Context: an optimization exercise on an open-source flow, tuned for small area. The choices shown serve that exercise and are no tape-out recipe.
Function was checked by simulation only, so behaviour that the tests miss may differ from the original.
No activity file was given, so power comes from the tool's default toggle rates.

## flow/run.sh

```bash
#!/bin/bash
set -euo pipefail
cd "$(dirname "$0")/.."
export BUFFER_PORTS_ARGS="-buffer_cell sky130_fd_sc_hd__buf_1"
bash standard.sh finish > standard_flow.log 2>&1
```

## standard.sh

```bash
#!/bin/bash
# synth_recipe.tcl (not shown) runs the flow's synth.tcl, then flattens the netlist and writes it again
# the make line also repeats each setting of config.mk as NAME=value (left out here)
make -C /OpenROAD-flow-scripts/flow DESIGN_CONFIG=/design/flow/config.mk WORK_HOME=/design/flow/orfs CLKGATE_MAP_FILE= SYNTH_SCRIPT=/design/flow/synth_recipe.tcl "${@:-finish}"
```

## config.mk

```make
export PLATFORM = sky130hd
export DESIGN_NAME = driver
export DESIGN_NICKNAME = driver
export VERILOG_FILES = /design/flow/design.v
export SDC_FILE = /design/flow/constraint.sdc
export NUM_CORES = 4
export LEC_CHECK = 0
export CAP_MARGIN = 20
export CORE_MARGIN = 2
export CORE_UTILIZATION = 70
export CTS_BUF_LIST = sky130_fd_sc_hd__clkbuf_4
export CTS_CLUSTER_DIAMETER = 40
export CTS_CLUSTER_SIZE = 10
export SLEW_MARGIN = 20
```

## constraint.sdc

```tcl
create_clock -name core_clock -period 4.0 [get_ports {clk}]
set_input_delay 0.8000 -clock core_clock [delete_from_list [all_inputs] [get_ports {clk}]]
set_output_delay 0.8000 -clock core_clock [all_outputs]
set_load 0.01 [all_outputs]
```

## design.v

```verilog
`timescale 1ns / 1ps
module driver(
input clk,
input [31:0] instruction,
input [1:0] core_sel,
input reset,
input [31:0] input_output_write_data,
input [31:0] output_addr_data,
input pc_ready,
output reg output_write_data_pass,
output reg output_addr_data_pass,
output reg [15:0] output_mem_addr,
output reg [31:0] output_mem_wdata,
output reg [3:0] output_wstrb,
output reg pc_valid,
output reg pc_instr,
input [15:0] mem_addr,
input [31:0] mem_wdata,
input [3:0] wstrb,
input mem_instr,
input mem_valid,
output reg [31:0] mem_rdata,
output reg mem_ready,
output reg chip_reset,
output [1:0] chip_core
);
  assign chip_core = core_sel;
  reg [2:0] state;
  reg [2:0] next_state;
  reg [31:0] opcode_pc2driver;
  reg [31:0] i_o_wdata_pc2driver;
  reg [15:0] i_o_addr_lo;
  reg        i_o_addr_hi_nz;        
  reg [15:0] mem_addr_risc2driver;
  reg [31:0] mem_wdata_risc2driver;
  reg [3:0]  wstrb_risc2driver;
  reg        mem_instr_risc2driver;
  wire s_i   = ~state[2] & ~state[1] & ~state[0];
  wire hld_b = state[0];                  
  wire hld_w = state[1];                  
  wire ld_w  = state[0] & ~state[1];      
  wire ld_b  = state[1] & ~state[0];      
  wire [2:0] f;
  assign f[0] = s_i | (state[0] & state[1]) | (mem_valid & (state[0] ^ state[1]));
  assign f[1] = s_i | (state[0] & ~mem_valid);
  assign f[2] = ld_b & ~mem_valid;
  always @(posedge clk) begin
    next_state <= f;
    state <= reset ? 3'b000 : next_state;
  end
  wire a_eq = (mem_addr_risc2driver == i_o_addr_lo) & ~i_o_addr_hi_nz;
  wire d_eq = (mem_wdata_risc2driver == i_o_wdata_pc2driver);
  always @(posedge clk) begin
    mem_rdata             <= ({32{ld_w}} & opcode_pc2driver) | ({32{hld_w}} & mem_rdata);
    mem_addr_risc2driver  <= ({16{ld_w}} & mem_addr)         | ({16{hld_w}} & mem_addr_risc2driver);
    mem_wdata_risc2driver <= ({32{ld_w}} & mem_wdata)        | ({32{hld_w}} & mem_wdata_risc2driver);
    wstrb_risc2driver     <= ({4{ld_w}}  & wstrb)            | ({4{hld_w}}  & wstrb_risc2driver);
    mem_instr_risc2driver <= (ld_w & mem_instr)              | (hld_w & mem_instr_risc2driver);
    opcode_pc2driver      <= ({32{ld_b}} & instruction)             | ({32{hld_b}} & opcode_pc2driver);
    i_o_wdata_pc2driver   <= ({32{ld_b}} & input_output_write_data) | ({32{hld_b}} & i_o_wdata_pc2driver);
    i_o_addr_lo           <= ({16{ld_b}} & output_addr_data[15:0])  | ({16{hld_b}} & i_o_addr_lo);
    i_o_addr_hi_nz        <= (ld_b & (|output_addr_data[31:16]))    | (hld_b & i_o_addr_hi_nz);
    output_mem_addr       <= ({16{ld_b}} & mem_addr_risc2driver)    | ({16{hld_b}} & output_mem_addr);
    output_mem_wdata      <= ({32{ld_b}} & mem_wdata_risc2driver)   | ({32{hld_b}} & output_mem_wdata);
    output_wstrb          <= ({4{ld_b}}  & wstrb_risc2driver)       | ({4{hld_b}}  & output_wstrb);
    pc_instr              <= (ld_b & mem_instr_risc2driver)         | (hld_b & pc_instr);
    output_addr_data_pass <= (ld_b & a_eq)                          | (hld_b & output_addr_data_pass);
    output_write_data_pass<= (ld_b & d_eq)                          | (hld_b & output_write_data_pass);
    mem_ready  <= ld_w | (state[0] & state[1] & mem_ready);
    chip_reset <= s_i | ((state[0] ^ state[1]) & chip_reset);
    pc_valid   <= state[0] | state[2];
  end
endmodule
```

==> results of run 1 <==
[stage by stage]
step	util (%)	hold WS [ps]	instances
detailed placement	81.1	429	920
floorplan	-	405	591
global placement	81.1	418	920
finish	84.0	374	958
global route	84.0	344	958
CTS	83.9	333	958
[logic make-up (layout without fill, tap and decap cells)]
| family | count (synthesis) | count (layout) | synth area share, % |
|---|---|---|---|
| flops | 230 | 230 | 61.8 |
| buf+inv | 56 | 287 | 3.17 |
| simple gates | 29 | 29 | 2.52 |
| compound gates | 225 | 225 | 26.4 |
| fa+ha+maj | 3 | 3 | 0.504 |
| xor+xnor | 48 | 48 | 5.64 |
[area by class of cell]
class | count | area share, %
sequential | 230 | 53.2
multi-input combinational | 305 | 30.4
timing repair buffer | 245 | 10.8
clock buffer | 32 | 2.77
tap | 136 | 1.96
clock inverter | 6 | 0.621
inverter | 4 | 0.173
[state kept, by name (all words and copies together) (netlist names), 3 cells and up]
name / count
i_o_wdata_pc2driver: 32
mem_rdata: 32
mem_wdata_risc2driver: 32
opcode_pc2driver: 32
output_mem_wdata: 32
i_o_addr_lo: 16
mem_addr_risc2driver: 16
output_mem_addr: 16
output_wstrb: 4
wstrb_risc2driver: 4
next_state: 3
state: 3
[layout by cell type, fill, tap and decap left out, drive strengths merged, types with 4 or more instances in the layout]
| master | n |
|---|---|
| dfxtp | 230 |
| nand4 | 7 |
| xor2 | 27 |
| inv | 4 |
| clkbuf | 32 |
| xnor2 | 21 |
| nor4 | 10 |
| nor2b | 4 |
| buf | 245 |
| clkinv | 4 |
| a22o | 219 |
[path summary, 6_finish.rpt]
check	start	cells past startpoint	slack [ps]	endpoint
max	state[1]$_SDFF_PP0_	4	1650	mem_addr_risc2driver[15]$_DFF_P_
min	instruction[26]	2	370	opcode_pc2driver[26]$_DFF_P_
max reg2reg	state[1]$_SDFF_PP0_	4	1650	mem_addr_risc2driver[15]$_DFF_P_
min reg2reg	next_state[0]$_DFF_P_	1	450	state[0]$_SDFF_PP0_
[per-layer routing]
layer | GRT usage (%) | vias up | part of all wire, %
met1 | 39.4 | 2755 | 43
li1 | - | 2690 | -
met2 | 48.6 | 240 | 46
met3 | 7.42 | 44 | 8.0
met5 | 0 | - | 0
met4 | 9.37 | 0 | 2.8
[power groups by stage]
stage | Clock, mW | Sequential, mW | Combinational, mW
after floorplan | 0 | 2.93 | 0.705
after global placement | 0 | 2.93 | 0.989
after global routing | 1.26 | 2.96 | 1.12
final | 1.14 | 2.92 | 1.03
after CTS | 1.17 | 2.91 | 1.03
after detailed placement | 0 | 2.96 | 1.03
==> results.cfg, run 1 <==
[global_route]
grtUsageTotal_pct = 29.9
grt_max_degree = 113
gr-total-overflow = 0
grt_pass1_wl_mm = 27.7
grt_pass1_vias = 5673
antenna_found_initial = 0

[synth]
synth_nets = 749
synth_edf_count = 0
ys_ff_latch = 230
seq_area_frac_synth_pct = 61.8
ys_types = 26
synth.most_common_cell = dfxtp_1
async_flop_share_pct = 0
syn_area_sq_um = 7450
synth_area_leaders = dfxtp_1, a22o_1, xor2_1
syn-instance-count = 591
yosysWarnings = 1
post-synth-top-area-fraction_pct = 61.8
ys.flop_type = dfxtp_1
ys_top_cells_by_count = dfxtp_1, a22o_1, clkbuf_1
synth.avg_cell_area_sq_um = 12.6
yosysTopAreaCell = dfxtp_1

[clocking]
numCtsBuffers = 28
path_clk_slew_ps = 100
clock_latency_ps = 620
holdBufCountCts = 0
cts_htree_levels = 1
cts_sinks = 230
cts_tree = yes
cts.path.max_buffers = 3
root_buffer = clkbuf_4
post_cts_buffers = 0
cts_resized = 0

[power_and_ir_drop]
finalPower_mw = 5.09
swShare_pct = 30.3
p_per_area_nw_per_um2 = 588
peakVddDrop_mv = 0.342
p_int_mw = 3.55
p_leak_nw = 3.47
p_clk_share_pct = 22.5
power_switching_mw = 1.54
comb_power_share_pct = 20.3
p_seq_share_pct = 57.3

[final_layout]
area_growth_pct = 16.3
postLayoutCellArea_sq_um = 8670
drive_above_1_share_pct = 5.96
layout.nets = 972
diodes = 0
multi_input_area_sq_um = 2640
seq_area_sq_um = 4610
fill_cells = 627

[timing]
min_period_over_period_pct = 58.7
final-hold-violation-count = 0
fin_crit_ps = 2350
skew_ps = 16.9
setup_violations = 0
setup_ws_ps = 1650
setup_tns_ps = 0
fmax_mhz = 426
max-slew-margin-rel_pct = 30.5
maxSlewViolCount = 0
tightestPinTransition_ps = 1040
rsz0062_at_grt = no

[place]
dp_hpwl_mm = 11.8
place_ws_ps = 1660
dpl_cell_area_sq_um = 8370
place_congestion = 0.805
port_buffers = 241

[route]
drt-initial-drc-count = 445
vias_per_cell = 5.98
vias = 5729
wl_mm = 17.7
drtPass1Iterations = 4
drcViolationCount = 0
postRouteAntennaNets = 0
wl_per_cell_um = 18.5

[setup_path]
required_ps = 4510
path_buf_inv = 2
worst_path_max_delay_cell = buf_4
crit_chain = buf_4 > inv_1 > ha_4 > a22o_2
crit_arrival_ps = 2860
cp_top_family = buffers and inverters
cpPeakStageDelay_ps = 740
crit_type = reg2reg
cp_max_fo = 88
crit_path_end_kind = flip-flop
cp-start-kind = flip-flop

[floorplanning]
die_x_um = 107
rows = 37
start_util_pct = 72.2
die_y_um = 107
coreArea_sq_um = 10300
pin_count = 247
die_area_sq_um = 11500

[flow_run]
drv_cap = 0

[worst_hold_path]
hp-class = in2reg

[status]
status = finished clean
==> run 2: changes to the inputs <==
==> flow/run.sh (replaced) <==
#!/bin/bash
set -euo pipefail
cd "$(dirname "$0")/.."
export BUFFER_PORTS_ARGS="-buffer_cell sky130_fd_sc_hd__buf_1"
export CTS_ARGS="-sink_clustering_enable -repair_clock_nets -dont_use_dummy_load -buf_list sky130_fd_sc_hd__clkbuf_8 -sink_clustering_size 20 -sink_clustering_max_diameter 60"
bash standard.sh finish > standard_flow.log 2>&1
--- a/config.mk
+++ b/config.mk
@@ -10,5 +10,2 @@
 export CORE_UTILIZATION = 70
-export CTS_BUF_LIST = sky130_fd_sc_hd__clkbuf_4
-export CTS_CLUSTER_DIAMETER = 40
-export CTS_CLUSTER_SIZE = 10
 export SLEW_MARGIN = 20
==> results.cfg, run 2 <==
[status]
status = finished clean

[clocking]
cts_htree_levels = 1
clock_latency_ps = 490
holdBufCountCts = 0
cts_tree = yes
path_clk_slew_ps = 110
root_buffer = clkbuf_8
post_cts_buffers = 0
cts_resized = 0
cts_sinks = 230
numCtsBuffers = 15
cts.path.max_buffers = 3

[final_layout]
diodes = 0
drive_above_1_share_pct = 3.63
layout_common_cells = buf_1, dfxtp_1, a22o_1, xor2_1, xnor2_1
layout.nets = 959
area_growth_pct = 15.1
layout_commonest_cell = buf_1
fill_cells = 637

[place]
place_congestion = 0.805
port_buffers = 241
dp_hpwl_mm = 11.8

[route]
wl_per_cell_um = 18.9
drtPass1Iterations = 5
routed.top_layer = met4
vias = 5645
drt-initial-drc-count = 411
vias_per_cell = 6.04
wl_met2_mm = 8.28
postRouteAntennaNets = 0
wl_mm = 17.7
drcViolationCount = 0
wl_met3_mm = 1.41
wl_met1_mm = 7.52

[setup_path]
crit_path_end_kind = flip-flop
cp_top_family = buffers and inverters
path_depth = 4
path_buf_inv = 2
cpPeakStageDelay_ps = 750
crit_chain = buf_4 > inv_1 > ha_4 > a22o_1
reg2reg_setup_slack_ps = 1660
crit_type = reg2reg
r2r_cells = 4
crit_arrival_ps = 2690
cp-start-kind = flip-flop
worst_path_max_delay_cell = buf_4
required_ps = 4340
cp_max_fo = 88

[worst_hold_path]
holdPathStages = 1
hp-class = reg2reg

[timing]
worst_hold_slack_ps = 445
fmax_mhz = 427
rsz0062_at_grt = no
maxSlewViolCount = 0
setup_violations = 0
fin_crit_ps = 2340
final-hold-violation-count = 0
setup_tns_ps = 0
tightestPinTransition_ps = 1020
min_period_over_period_pct = 58.6
max-slew-margin-rel_pct = 31.9
skew_ps = 31.9

[synth]
synth.most_common_cell = dfxtp_1
yosysTopAreaCell = dfxtp_1
seq_area_frac_synth_pct = 61.8
yosysWarnings = 1
synth_edf_count = 0
synth_area_leaders = dfxtp_1, a22o_1, xor2_1
ys_top_cells_by_count = dfxtp_1, a22o_1, clkbuf_1
post-synth-top-area-fraction_pct = 61.8
syn_area_sq_um = 7450
ys.flop_type = dfxtp_1
ys_types = 26
ys_ff_latch = 230
syn-instance-count = 591
synth_nets = 749
synth.avg_cell_area_sq_um = 12.6
async_flop_share_pct = 0

[global_route]
antenna_found_initial = 0
grt_pass1_wl_mm = 27.4
grt_max_degree = 113
gr-total-overflow = 0
grtUsageTotal_pct = 29.7
grt_pass1_vias = 5590

[power_and_ir_drop]
p_leak_nw = 3.41
p_per_area_nw_per_um2 = 575
peakVddDrop_mv = 0.431

[floorplanning]
die_y_um = 107
start_util_pct = 72.2
pin_count = 247
die_area_sq_um = 11500
die_x_um = 107
coreArea_sq_um = 10300
rows = 37

[flow_run]
drv_cap = 0
-- run 2: cell counts after synthesis --
Identical to the previous run, type by type.
-- run 2: path summary, 6_finish.rpt --
path | from | endpoint
hold reg to reg | state[2]$_SDFF_PP0_ | pc_valid$_DFF_P_
hold / removal | state[2]$_SDFF_PP0_ | pc_valid$_DFF_P_
setup reg to reg | state[1]$_SDFF_PP0_ | mem_rdata[8]$_DFF_P_
setup / recovery | state[1]$_SDFF_PP0_ | mem_rdata[8]$_DFF_P_
-- run 2: cell type report --
cell class | count | area (sq um) | area share [%]
sequential | 230 | 4610 | 53.7
multi-input combinational | 305 | 2640 | 30.8
inverter | 4 | 15.0 | 0.175
tap | 136 | 170 | 1.98
timing repair buffer | 245 | 938 | 10.9
clock buffer | 15 | 206 | 2.41
-- run 2: metrics by stage --
stage	worst slack (ps)	util, %	power, mW	instances	instance area, sq um
3_5_place_dp	1660	81.1	3.99	920	8370
2_1_floorplan	2280	-	3.64	591	7450
4_1_cts	1650	83.1	4.94	935	8580
5_1_grt	1520	83.1	5.15	935	8580
3_3_place_gp	1710	81.1	3.92	920	8370
6_report	1660	83.1	4.93	935	8580
-- run 2: worst register-to-register path, stage by stage (launching register included) --
cell	delay, ps
dfxtp_4	370
buf_4	760
inv_1	230
ha_4	530
a22o_1	340
-- run 2: cells by family (layout without fill, tap and decap cells) --
| family | count (synthesis) | count (layout) | synth area share [%] |
|---|---|---|---|
| compound gates | 225 | 225 | 26.4 |
| xor+xnor | 48 | 48 | 5.64 |
| fa+ha+maj | 3 | 3 | 0.504 |
| buf+inv | 56 | 264 | 3.17 |
| flops | 230 | 230 | 61.8 |
| simple gates | 29 | 29 | 2.52 |
-- run 2: report_power, final --
group          internal (mW)  switching, mW
registers               2.65          0.270
logic                  0.463          0.569
clock network          0.342          0.638
-- run 2: routing by layer --
layer / vias to the layer above / track usage, %
li1: 2642 / -
met1: 2737 / 39.4
met2: 232 / 48.1
met3: 34 / 7.23
met4: 0 / 9.28
met5: - / 0
==> run 3: changes to the inputs <==
--- a/config.mk
+++ b/config.mk
@@ -9,3 +9,3 @@
 export CORE_MARGIN = 2
-export CORE_UTILIZATION = 70
+export CORE_UTILIZATION = 80
 export SLEW_MARGIN = 20
==> results.cfg, run 3 <==
[synth]
ys_ff_latch = 230
synth_edf_count = 0
yosysTopAreaCell = dfxtp_1
seq_area_frac_synth_pct = 61.8
syn-instance-count = 591
yosysWarnings = 1
ys_top_cells_by_count = dfxtp_1, a22o_1, clkbuf_1
ys_types = 26
post-synth-top-area-fraction_pct = 61.8
synth_area_leaders = dfxtp_1, a22o_1, xor2_1
async_flop_share_pct = 0
synth_nets = 749
synth.most_common_cell = dfxtp_1
synth.avg_cell_area_sq_um = 12.6
syn_area_sq_um = 7450
ys.flop_type = dfxtp_1

[clocking]
cts_htree_levels = 1
path_clk_slew_ps = 120
cts.path.max_buffers = 3
holdBufCountCts = 0
post_cts_buffers = 0
cts_tree = yes
cts_sinks = 230
numCtsBuffers = 15
clock_latency_ps = 500
root_buffer = clkbuf_8
cts_resized = 0

[floorplanning]
die_area_sq_um = 10100
rows = 35
pin_count = 247
die_x_um = 101
die_y_um = 101
coreArea_sq_um = 9150
start_util_pct = 81.4

[timing]
setup_violations = 0
setup_tns_ps = 0
max-slew-margin-rel_pct = 25.1
setup_ws_ps = 1120
maxSlewViolCount = 0
tightestPinTransition_ps = 1120
fin_crit_ps = 2880
fmax_mhz = 347
skew_ps = 49.9
final-hold-violation-count = 0
rsz0062_at_grt = no
min_period_over_period_pct = 72.1

[route]
drcViolationCount = 0
wl_mm = 20.1
drtPass1Iterations = 5
wl_per_cell_um = 22.0
drt-initial-drc-count = 295
vias_per_cell = 6.54
postRouteAntennaNets = 0
vias = 5960

[place]
port_buffers = 241
place_ws_ps = 1250
dp.cells = 895
place_congestion = 0.820
dp_hpwl_mm = 13.1

[setup_path]
crit_type = reg2reg
cp_top_family = adder cells
worst_path_max_delay_cell = ha_4
required_ps = 4380
crit_arrival_ps = 3260
crit_path_end_kind = flip-flop
cpPeakStageDelay_ps = 990
path_buf_inv = 0
cp-start-kind = flip-flop
crit_chain = ha_4 > nor4b_2 > nand3_1 > o41ai_2
cp_max_fo = 102
reg2reg_setup_slack_ps = 1120

[power_and_ir_drop]
p_per_area_nw_per_um2 = 585
peakVddDrop_mv = 0.440
finalPower_mw = 4.99
p_leak_nw = 3.40

[global_route]
grt_pass1_wl_mm = 30.9
antenna_found_initial = 0
grt_max_degree = 103
grt_pass1_vias = 5985
gr-total-overflow = 0
grtUsageTotal_pct = 39.0

[final_layout]
stdcell_count = 911
fill_cells = 305
multi_input_area_sq_um = 2630
seq_area_sq_um = 4610
drive_above_1_share_pct = 3.63
fin_util_pct = 93.3
layout_common_cells = buf_1, dfxtp_1, a22o_1, xor2_1, xnor2_1
layout_commonest_cell = buf_1
layout.nets = 959
area_growth_pct = 14.5

[status]
status = finished clean

[worst_hold_path]
hp-class = reg2reg

[flow_run]
drv_cap = 0
run 3: final cells by class:
class	count	area share (%)
clock buffer	15	2.42
sequential	230	54.0
multi-input combinational	305	30.8
inverter	4	0.176
tap	111	1.63
timing repair buffer	245	10.9
antenna	1	0.0293
run 3: worst register-to-register path, stage by stage (launching register included):
cell     delay (ps)
dfxtp_2         930
ha_4            990
nor4b_2         490
nand3_1         150
o41ai_2         210
run 3: per-stage QoR:
stage / instance area (sq um) / hold WS, ps
finish: 8540 / 442
global route: 8530 / 465
CTS: 8530 / 445
detailed placement: 8330 / 431
global placement: 8330 / 417
floorplan: 7450 / 405
run 3: cell families after synthesis:
group | Yosys count | synth area share (%)
DFF | 230 | 61.8
xor gates and xnor gates | 48 | 5.64
AOI/OAI and AO/OA | 225 | 26.4
and+or+nand+nor | 29 | 2.52
buffers and inverters | 56 | 3.17
adders and majority gates | 3 | 0.504
run 3: path summary, 6_finish.rpt:
kind / from / endpoint / cells past startpoint
max: state[1]$_SDFF_PP0_ / output_addr_data_pass$_DFF_P_ / 4
min: opcode_pc2driver[7]$_DFF_P_ / mem_rdata[7]$_DFF_P_ / 1
max reg2reg: state[1]$_SDFF_PP0_ / output_addr_data_pass$_DFF_P_ / 4
min reg2reg: opcode_pc2driver[7]$_DFF_P_ / mem_rdata[7]$_DFF_P_ / 1
run 3: where the power goes:
group          internal, mW  switching (mW)
logic                 0.460           0.560
registers              2.65           0.330
clock network         0.342           0.654
total                  3.45            1.54
run 3: metal layers:
metal	share of wire [%]	GRT usage, %	up-vias	routed length (um)
met3	8.9	10.1	75	1780
li1	-	-	2641	-
met2	50	67.7	365	9930
met5	0	0	-	0
met1	37	45.4	2879	7340
met4	5.0	17.7	0	1000
==> run 4: changes to the inputs <==
==> design.v (replaced) <==
`timescale 1ns / 1ps
module driver(
input clk,
input [31:0] instruction,
input [1:0] core_sel,
input reset,
input [31:0] input_output_write_data,
input [31:0] output_addr_data,
input pc_ready,
output reg output_write_data_pass,
output reg output_addr_data_pass,
output reg [15:0] output_mem_addr,
output reg [31:0] output_mem_wdata,
output reg [3:0] output_wstrb,
output reg pc_valid,
output reg pc_instr,
input [15:0] mem_addr,
input [31:0] mem_wdata,
input [3:0] wstrb,
input mem_instr,
input mem_valid,
output reg [31:0] mem_rdata,
output reg mem_ready,
output reg chip_reset,
output [1:0] chip_core
);
  assign chip_core = core_sel;
  reg [2:0] next_state;
  reg st_w, st_b, st_hw, st_hb, st_d;
  reg [31:0] opcode_pc2driver;
  reg [31:0] i_o_wdata_pc2driver;
  reg [15:0] i_o_addr_lo;
  reg        i_o_addr_hi_nz;        
  reg [15:0] mem_addr_risc2driver;
  reg [31:0] mem_wdata_risc2driver;
  reg [3:0]  wstrb_risc2driver;
  reg        mem_instr_risc2driver;
  wire s_i  = ~st_hw & ~st_hb & ~st_d;    
  wire s_i2 = st_hw & st_hb;              
  always @(posedge clk) begin
    next_state[0] <= s_i | s_i2 | (mem_valid & (st_w | st_b));
    next_state[1] <= s_i | (st_hb & ~mem_valid);
    next_state[2] <= st_b & ~mem_valid;
    st_w  <= ~reset & next_state[0] & ~next_state[1];
    st_b  <= ~reset & next_state[1] & ~next_state[0];
    st_hb <= ~reset & next_state[0];
    st_hw <= ~reset & next_state[1];
    st_d  <= ~reset & next_state[2];
  end
  wire a_eq = (mem_addr_risc2driver == i_o_addr_lo) & ~i_o_addr_hi_nz;
  wire d_eq = (mem_wdata_risc2driver == i_o_wdata_pc2driver);
  always @(posedge clk) begin
    mem_rdata             <= ({32{st_w}} & opcode_pc2driver) | ({32{st_hw}} & mem_rdata);
    mem_addr_risc2driver  <= ({16{st_w}} & mem_addr)         | ({16{st_hw}} & mem_addr_risc2driver);
    mem_wdata_risc2driver <= ({32{st_w}} & mem_wdata)        | ({32{st_hw}} & mem_wdata_risc2driver);
    wstrb_risc2driver     <= ({4{st_w}}  & wstrb)            | ({4{st_hw}}  & wstrb_risc2driver);
    mem_instr_risc2driver <= (st_w & mem_instr)              | (st_hw & mem_instr_risc2driver);
    opcode_pc2driver      <= ({32{st_b}} & instruction)             | ({32{st_hb}} & opcode_pc2driver);
    i_o_wdata_pc2driver   <= ({32{st_b}} & input_output_write_data) | ({32{st_hb}} & i_o_wdata_pc2driver);
    i_o_addr_lo           <= ({16{st_b}} & output_addr_data[15:0])  | ({16{st_hb}} & i_o_addr_lo);
    i_o_addr_hi_nz        <= (st_b & (|output_addr_data[31:16]))    | (st_hb & i_o_addr_hi_nz);
    output_mem_addr       <= ({16{st_b}} & mem_addr_risc2driver)    | ({16{st_hb}} & output_mem_addr);
    output_mem_wdata      <= ({32{st_b}} & mem_wdata_risc2driver)   | ({32{st_hb}} & output_mem_wdata);
    output_wstrb          <= ({4{st_b}}  & wstrb_risc2driver)       | ({4{st_hb}}  & output_wstrb);
    pc_instr              <= (st_b & mem_instr_risc2driver)         | (st_hb & pc_instr);
    output_addr_data_pass <= (st_b & a_eq)                          | (st_hb & output_addr_data_pass);
    output_write_data_pass<= (st_b & d_eq)                          | (st_hb & output_write_data_pass);
    mem_ready  <= st_w | (s_i2 & mem_ready);
    chip_reset <= s_i | ((st_w | st_b) & chip_reset);
    pc_valid   <= st_hb | st_d;
  end
endmodule
--- a/config.mk
+++ b/config.mk
@@ -9,3 +9,3 @@
 export CORE_MARGIN = 2
-export CORE_UTILIZATION = 80
+export CORE_UTILIZATION = 70
 export SLEW_MARGIN = 20
==> results.cfg, run 4 <==
[global_route]
grt_max_degree = 116
grt_pass1_vias = 5605
antenna_found_initial = 0
grt.met2_usage_pct = 47.0
top_usage_layer = met2
grt_pass1_wl_mm = 27.5
grtUsageMet1_pct = 40.0
gr-usage-met3_pct = 7.02
grtUsageTotal_pct = 29.4
gr-total-overflow = 0

[route]
drt-initial-drc-count = 463
wl_per_cell_um = 19.1
drcViolationCount = 0
vias_per_cell = 6.13
wl_mm = 17.9
postRouteAntennaNets = 0
drtPass1Iterations = 7
vias = 5750

[setup_path]
reg2reg_from = st_w$_DFF_P_
crit_arrival_ps = 2280
cp-start-kind = flip-flop
r2r_cells = 2
crit_path_end_kind = flip-flop
cp_max_fo = 49
required_ps = 4420
rr_endpoint = mem_rdata[23]$_DFF_P_
worst_path_max_delay_cell = dfxtp_2
reg2reg_setup_slack_ps = 2140
cp_top_family = flip-flops
crit_type = reg2reg
cpPeakStageDelay_ps = 940
crit_chain = buf_4 > a22o_1
path_buf_inv = 1

[floorplanning]
die_y_um = 107
rows = 37
start_util_pct = 72.2
pin_count = 247
die_area_sq_um = 11500
die_x_um = 107
coreArea_sq_um = 10400

[timing]
rsz0062_at_grt = no
setup_violations = 0
worst_hold_slack_ps = 404
fin_crit_ps = 1860
min_period_over_period_pct = 46.6
max-slew-margin-rel_pct = 31.3
final-hold-violation-count = 0
tightestPinTransition_ps = 1030
maxSlewViolCount = 0
setup_tns_ps = 0
skew_ps = 15.6
fmax_mhz = 537

[worst_hold_path]
hp-class = reg2reg
hp-start = next_state[1]$_DFF_P_
whs_endpoint = st_w$_DFF_P_
holdPathStages = 1

[synth]
syn-instance-count = 593
post-synth-top-area-fraction_pct = 62.1
synth_edf_count = 0
ys_top_cells_by_count = dfxtp_1, a22o_1, xor2_1
syn_area_sq_um = 7480
synth_nets = 748
async_flop_share_pct = 0
yosysTopAreaCell = dfxtp_1
synth.most_common_cell = dfxtp_1
ys_types = 23
ys.flop_type = dfxtp_1
seq_area_frac_synth_pct = 62.1
synth.avg_cell_area_sq_um = 12.6
synth_area_leaders = dfxtp_1, a22o_1, xor2_1
yosysWarnings = 1
ys_ff_latch = 232

[final_layout]
layout.nets = 958
area_growth_pct = 14.8
fill_cells = 624
stdcell_count = 938
layout_common_cells = buf_1, dfxtp_1, a22o_1, xor2_1, xnor2_1
drive_above_1_share_pct = 3.75
layout_commonest_cell = buf_1

[power_and_ir_drop]
peakVddDrop_mv = 0.383
finalPower_mw = 4.78
p_per_area_nw_per_um2 = 556
p_leak_nw = 3.36

[clocking]
root_buffer = clkbuf_8
clock_latency_ps = 490
cts_sinks = 232
post_cts_buffers = 0
cts_resized = 0
holdBufCountCts = 0
cts_htree_levels = 1
cts_tree = yes
cts.path.max_buffers = 3
numCtsBuffers = 15
path_clk_slew_ps = 110

[place]
dp.cells = 921
port_buffers = 241
dp_hpwl_mm = 11.9
place_congestion = 0.802

[flow_run]
drv_cap = 0

[status]
status = finished clean
[run 4: cell count changes in the layout (fill, tap and decap cells not counted), sizes merged, moves of 2 or more]
cell	change
dfxtp	+2
inv	-3
nand2	+2
ha	-3
nor2b	+2
[run 4: metrics by stage]
| step | worst slack, ps | utilization, % | cell area (sq um) |
|---|---|---|---|
| after floorplan | 2280 | - | 7480 |
| after global placement | 2120 | 80.6 | 8360 |
| after detailed placement | 2060 | 80.6 | 8360 |
| after CTS | 2030 | 82.6 | 8560 |
| after global routing | 2040 | 82.9 | 8590 |
| final | 2140 | 82.9 | 8590 |
[run 4: report_power, final]
| part | switching [mW] | internal, mW |
|---|---|---|
| registers | 0.389 | 2.62 |
| logic | 0.384 | 0.402 |
| clock network | 0.644 | 0.342 |
[run 4: cells by family (layout without fill, tap and decap cells)]
family,count (synthesis),in the layout,share of synthesized area [%]
XOR/XNOR,48,48,5.62
flip-flops,232,232,62.1
buffers and inverters,54,262,3.31
AO/OA/AOI/OAI,225,225,26.3
other,0,1,0
AND/OR/NAND/NOR,34,34,2.76
[run 4: worst max path at each step]
stage / from / cells past startpoint / to / slack [ps]
after floorplan: core_sel[0] / 1 / chip_core[0] / 2280
after global routing: st_w$_DFF_P_ / 3 / next_state[0]$_DFF_P_ / 2040
final: st_w$_DFF_P_ / 2 / mem_rdata[23]$_DFF_P_ / 2140
after detailed placement: st_b$_DFF_P_ / 3 / output_addr_data_pass$_DFF_P_ / 2060
after global placement: st_b$_DFF_P_ / 3 / output_addr_data_pass$_DFF_P_ / 2120
after CTS: st_b$_DFF_P_ / 3 / output_addr_data_pass$_DFF_P_ / 2030
[run 4: layout make-up]
| cell class | count | area (sq um) | share of cell area [%] |
|---|---|---|---|
| inverter | 1 | 3.75 | 0.0437 |
| sequential | 232 | 4660 | 54.2 |
| antenna | 1 | 2.50 | 0.0291 |
| tap | 136 | 170 | 1.98 |
| clock buffer | 15 | 206 | 2.40 |
| multi-input combinational | 307 | 2590 | 30.2 |
| timing repair buffer | 246 | 962 | 11.2 |
[run 4: routing by layer]
layer / up-vias / wire (um)
met1: 2769 / 7290
li1: 2648 / -
met2: 290 / 8400
met4: 0 / 471
met3: 43 / 1740
met5: - / 0
==> run 5: changes to the inputs <==
--- a/config.mk
+++ b/config.mk
@@ -9,3 +9,3 @@
 export CORE_MARGIN = 2
-export CORE_UTILIZATION = 70
+export CORE_UTILIZATION = 88
 export SLEW_MARGIN = 20
==> results.cfg, run 5 <==
[status]
status = did not finish
stop_stage = global placement
error = [ERROR GPL-0301] Utilization 107.233 % exceeds 100%.

[synth]
synth_compound_area_share_pct = 26.3
synth_fa_ha_area_share_pct = 0
async_flop_share_pct = 0
ys_types = 23
ys.flop_type = dfxtp_1
synth_simple_gate_area_share_pct = 2.76
ys_top_cells_by_count = dfxtp_1, a22o_1, xor2_1
synth_edf_count = 0
synth.avg_cell_area_sq_um = 12.6
muxShareOfSynthArea_pct = 0
post-synth-top-area-fraction_pct = 62.1
syn_area_sq_um = 7480
synth_nets = 748
synth_top_family_by_area = compound AO/OA/AOI/OAI gates
seq_area_frac_synth_pct = 62.1
syn-instance-count = 593
yosysTopAreaCell = dfxtp_1
yosysWarnings = 1
synth_area_leaders = dfxtp_1, a22o_1, xor2_1
synth.most_common_cell = dfxtp_1
synthXorXnorAreaFrac_pct = 5.62
ys_ff_latch = 232

[floorplanning]
pin_count = 247
start_util_pct = 91.1
die_y_um = 96.2
die_x_um = 96.2
rows = 33

[place]
port_buffers = 241
==> run 5: cell counts after synthesis <==
Identical to the previous run, type by type.
==> run 5: kinds of logic after synthesis <==
kind of cell | after synthesis
DFF | 232
and+or+nand+nor | 34
buffers and inverters | 54
AOI/OAI and AO/OA | 225
xor gates and xnor gates | 48
==> run 6: changes to the inputs <==
--- a/config.mk
+++ b/config.mk
@@ -9,3 +9,3 @@
 export CORE_MARGIN = 2
-export CORE_UTILIZATION = 88
+export CORE_UTILIZATION = 80
 export SLEW_MARGIN = 20
==> results.cfg, run 6 <==
[timing]
maxSlewViolCount = 0
setup_violations = 0
skew_ps = 44.4
rsz0062_at_grt = no
final-hold-violation-count = 0
min_period_over_period_pct = 51.0
fin_crit_ps = 2040
tightestPinTransition_ps = 1070
fmax_mhz = 490
max-slew-margin-rel_pct = 28.4
worst_hold_slack_ps = 403
setup_tns_ps = 0

[global_route]
top_usage_layer = met2
grtUsageTotal_pct = 41.8
gr-total-overflow = 0
grt_max_degree = 102
grt.met2_usage_pct = 69.0
gr-usage-met3_pct = 9.78
grt_pass1_wl_mm = 33.1
grtUsageMet1_pct = 50.3
antenna_found_initial = 1
grt_pass1_vias = 6268

[power_and_ir_drop]
peakVddDrop_mv = 0.442
p_per_area_nw_per_um2 = 568
finalPower_mw = 4.84
p_leak_nw = 3.34

[final_layout]
layout_commonest_cell = buf_1
area_growth_pct = 13.9
drive_above_1_share_pct = 3.50
diodes = 0
layout_common_cells = buf_1, dfxtp_1, a22o_1, xor2_1, xnor2_1
stdcell_count = 910
layout.nets = 956

[route]
drtPass1Iterations = 5
postRouteAntennaNets = 0
drt-initial-drc-count = 454
drcViolationCount = 0
vias_per_cell = 6.69
wl_mm = 21.5
wl_per_cell_um = 23.6
vias = 6089

[floorplanning]
die_area_sq_um = 10100
die_y_um = 101
coreArea_sq_um = 9150
pin_count = 247
die_x_um = 101
start_util_pct = 81.8
rows = 35

[synth]
yosysTopAreaCell = dfxtp_1
ys_types = 23
syn-instance-count = 593
post-synth-top-area-fraction_pct = 62.1
seq_area_frac_synth_pct = 62.1
synth_edf_count = 0
synth_nets = 748
ys_ff_latch = 232
yosysWarnings = 1
ys_top_cells_by_count = dfxtp_1, a22o_1, xor2_1
synth.most_common_cell = dfxtp_1
async_flop_share_pct = 0
synth.avg_cell_area_sq_um = 12.6
ys.flop_type = dfxtp_1
syn_area_sq_um = 7480
synth_area_leaders = dfxtp_1, a22o_1, xor2_1

[clocking]
cts_htree_levels = 1
post_cts_buffers = 0
cts_tree = yes
root_buffer = clkbuf_8
cts_sinks = 232
clock_latency_ps = 510
holdBufCountCts = 0
cts.path.max_buffers = 3
numCtsBuffers = 15
cts_resized = 0
path_clk_slew_ps = 120

[place]
dp.cells = 895
dp_hpwl_mm = 13.1
place_congestion = 0.828
port_buffers = 241

[setup_path]
crit_arrival_ps = 2420
cp-start-kind = flip-flop
required_ps = 4380
cp_max_fo = 101
crit_path_end_kind = flip-flop
crit_type = reg2reg

[flow_run]
drv_cap = 0

[status]
status = finished clean

[worst_hold_path]
hp-class = reg2reg
[run 6: cell counts after synthesis]
No cell type changed its count.
[run 6: through the flow]
| step | utilization [%] | instance area (sq um) | setup slack, ps |
|---|---|---|---|
| after floorplan | - | 7480 | 2280 |
| after global placement | 90.9 | 8320 | 2200 |
| after detailed placement | 90.9 | 8320 | 2160 |
| after CTS | 93.2 | 8530 | 2000 |
| after global routing | 93.2 | 8530 | 1850 |
| final | 93.2 | 8530 | 1960 |
[run 6: final cells by class]
type | instances | area, sq um
well taps | 111 | 139
clock buffers | 15 | 206
flip-flops and latches | 232 | 4660
repair buffers | 244 | 927
inverters | 1 | 3.75
fillers | 296 | 624
multi-input cells | 307 | 2590
[run 6: power breakdown]
group	total, mW	switching [mW]	internal [mW]
logic	0.766	0.375	0.392
clock network	1.01	0.665	0.343
registers	3.07	0.453	2.62
total	4.84	1.49	3.35
[run 6: cells by family (layout without fill, tap and decap cells)]
group,after synthesis,after routing,share of synthesized area (%)
buffers and inverters,54,260,3.31
and+or+nand+nor,34,34,2.76
xor gates and xnor gates,48,48,5.62
AOI/OAI and AO/OA,225,225,26.3
DFF,232,232,62.1
[run 6: final timing paths]
kind | from | to | slack (ps) | cells past startpoint
max | st_b$_DFF_P_ | output_addr_data_pass$_DFF_P_ | 1960 | 3
min reg2reg | next_state[1]$_DFF_P_ | st_w$_DFF_P_ | 400 | 1
max reg2reg | st_b$_DFF_P_ | output_addr_data_pass$_DFF_P_ | 1960 | 3
min | next_state[1]$_DFF_P_ | st_w$_DFF_P_ | 400 | 1
[run 6: metal layers]
layer,share of wire [%],wire (um)
met1,35,7490
met5,0,0
met2,49,10400
met4,6.7,1440
met3,9.9,2140
[run 6: worst max-delay path, cell delays in order (launching register included)]
cell and delay, ps:
dfxtp_4 1080, nor4b_2 370, nand3_1 170, o41ai_2 280
==> run 7: changes to the inputs <==
==> flow/run.sh (replaced) <==
#!/bin/bash
set -euo pipefail
cd "$(dirname "$0")/.."
export BUFFER_PORTS_ARGS="-buffer_cell sky130_fd_sc_hd__buf_1"
export CTS_ARGS="-sink_clustering_enable -repair_clock_nets -dont_use_dummy_load -buf_list sky130_fd_sc_hd__clkbuf_8 -root_buf sky130_fd_sc_hd__clkbuf_4 -tree_buf sky130_fd_sc_hd__clkbuf_4 -sink_clustering_buffer sky130_fd_sc_hd__clkbuf_8 -sink_clustering_size 20 -sink_clustering_max_diameter 60"
bash standard.sh finish > standard_flow.log 2>&1
==> results.cfg, run 7 <==
[setup_path]
cp_top_family = flip-flops
crit_path_end_kind = output pin
crit_type = reg2out
startpoint = output_mem_wdata[25]$_DFF_P_
worst_path_max_delay_cell = dfxtp_1
required_ps = 3200
cp-start-kind = flip-flop
crit_chain = buf_1
crit_arrival_ps = 1190
reg2reg_from = st_b$_DFF_P_
cp_max_fo = 2
path_buf_inv = 1
cpPeakStageDelay_ps = 380

[synth]
ys.flop_type = dfxtp_1
synth_area_leaders = dfxtp_1, a22o_1, xor2_1
yosysTopAreaCell = dfxtp_1
ys_ff_latch = 232
yosysWarnings = 1
ys_types = 23
seq_area_frac_synth_pct = 62.1
syn-instance-count = 593
async_flop_share_pct = 0
ys_top_cells_by_count = dfxtp_1, a22o_1, xor2_1
synth_edf_count = 0
synth_nets = 748
post-synth-top-area-fraction_pct = 62.1
syn_area_sq_um = 7480
synth.avg_cell_area_sq_um = 12.6
synth.most_common_cell = dfxtp_1

[route]
vias_per_cell = 6.61
wl_met2_mm = 10.1
wl_mm = 20.8
vias = 6018
wl_per_cell_um = 22.9
postRouteAntennaNets = 0
wl_met3_mm = 1.95
wl_met1_mm = 7.58
routed.top_layer = met4
drt-initial-drc-count = 509
drcViolationCount = 0
drtPass1Iterations = 5

[power_and_ir_drop]
p_leak_nw = 3.33
finalPower_mw = 4.79
peakVddDrop_mv = 0.444
p_per_area_nw_per_um2 = 563

[clocking]
cts_sinks = 232
numCtsBuffers = 15
holdBufCountCts = 0
path_clk_slew_ps = 120
post_cts_buffers = 0
cts_htree_levels = 1
clock_latency_ps = 590
cts.path.max_buffers = 3
cts_resized = 0
cts_tree = yes
root_buffer = clkbuf_4

[timing]
final-hold-violation-count = 0
fin_crit_ps = 1990
worst_hold_slack_ps = 407
fmax_mhz = 501
min_period_over_period_pct = 49.9
max-slew-margin-rel_pct = 28.9
setup_ws_ps = 2010
rsz0062_at_grt = no
setup_violations = 0
skew_ps = 56.1
setup_tns_ps = 0
tightestPinTransition_ps = 1070
maxSlewViolCount = 0

[place]
place_congestion = 0.828
port_buffers = 241
place_ws_ps = 2160
dp_hpwl_mm = 13.1
dp.cells = 895

[status]
status = finished clean

[global_route]
antenna_found_initial = 0
grtUsageTotal_pct = 40.2
grt_pass1_vias = 6039
gr-total-overflow = 0
grt_max_degree = 102
grt_pass1_wl_mm = 31.9

[final_layout]
diodes = 0
layout_commonest_cell = buf_1
drive_above_1_share_pct = 3.50
stdcell_count = 910
fill_cells = 315
area_growth_pct = 13.7
layout_common_cells = buf_1, dfxtp_1, a22o_1, xor2_1, xnor2_1
layout.nets = 956

[flow_run]
drv_cap = 0

[worst_hold_path]
hp-start = mem_wdata[27]
hp-class = in2reg

[floorplanning]
rows = 35
die_y_um = 101
coreArea_sq_um = 9150
start_util_pct = 81.8
die_x_um = 101
pin_count = 247
die_area_sq_um = 10100
==> run 7: logic make-up after synthesis <==
kind of cell              Yosys count  synth area share, %
AOI/OAI and AO/OA                 225                 26.3
xor gates and xnor gates           48                 5.62
buffers and inverters              54                 3.31
DFF                               232                 62.1
and+or+nand+nor                    34                 2.76
==> run 7: metal layers <==
metal  vias to the layer above  GRT usage (%)
met1                      2875           47.8
met5                         -              0
li1                       2649              -
met2                       394           67.6
met3                       100           9.99
met4                         0           20.5
==> run 7: per-stage QoR <==
step           utilization [%]  instance area (sq um)
2_1_floorplan                -                   7480
3_3_place_gp              90.9                   8320
3_5_place_dp              90.9                   8320
4_1_cts                   93.0                   8510
5_1_grt                   93.0                   8510
6_report                  93.0                   8510
==> run 7: worst reg2reg max path, delay by kind of cell (launching register included) <==
family	cells	cell delay (ps)
buffers and inverters	1	530
DFF	1	1070
AOI/OAI and AO/OA	1	270
==> run 7: final cells by class <==
type / count / area (sq um) / share of cell area [%]
tap: 111 / 139 / 1.63
multi-input combinational: 307 / 2590 / 30.5
clock buffer: 15 / 188 / 2.21
sequential: 232 / 4660 / 54.8
inverter: 1 / 3.75 / 0.0441
timing repair buffer: 244 / 927 / 10.9
==> run 7: path summary, 6_finish.rpt <==
check	end	slack [ps]	cells past startpoint
hold reg to reg	st_w$_DFF_P_	410	1
setup / recovery	output_mem_wdata[25]	2010	1
setup reg to reg	output_mem_addr[0]$_DFF_P_	2040	2
hold / removal	mem_wdata_risc2driver[27]$_DFF_P_	410	2
==> run 7: power by group <==
part           switching, mW  internal (mW)  leakage (nW)
Clock                  0.663          0.307         0.100
Combinational          0.368          0.391          1.34
Sequential             0.448           2.62          1.89

-- separate check: timing with driven ports --
The results above use ideal ports. As a check the final layouts listed here were re-extracted and re-timed, cells and wires unchanged.
Step 1: set_driving_cell puts a clkbuf_16 on clk and a buf_2 on each other input, an assumption about the parent block.
Step 2 adds t to the input delays and takes it off the output delays; t is the mean of the earliest and latest rising clock arrival at the registers after step 1. Input paths then give back, and output paths get back, about the clock's delay inside the block.
Slacks: ideal / step 1 / step 2; pairs: ideal / step 1.
run | t (ns) | slack for setup (ns) | worst setup path at the end | worst register clock-pin slew, ns | cell pins on the clock port's net
run 1 | 0.643 | 1.652 / 1.652 / 1.652 | register to register | 0.11 / 0.11 | 1
run 2 | 0.504 | 1.656 / 1.656 / 1.656 | register to register | 0.12 / 0.12 | 1
run 3 | 0.514 | 1.116 / 1.116 / 1.116 | register to register | 0.12 / 0.12 | 1
run 4 | 0.512 | 2.137 / 2.108 / 2.137 | register to register | 0.12 / 0.12 | 1
run 6 | 0.518 | 1.960 / 1.960 / 1.960 | register to register | 0.12 / 0.12 | 1
run 7 | 0.592 | 2.006 / 1.974 / 2.039 | register to register | 0.12 / 0.12 | 1
After both steps every run listed still meets setup and hold.
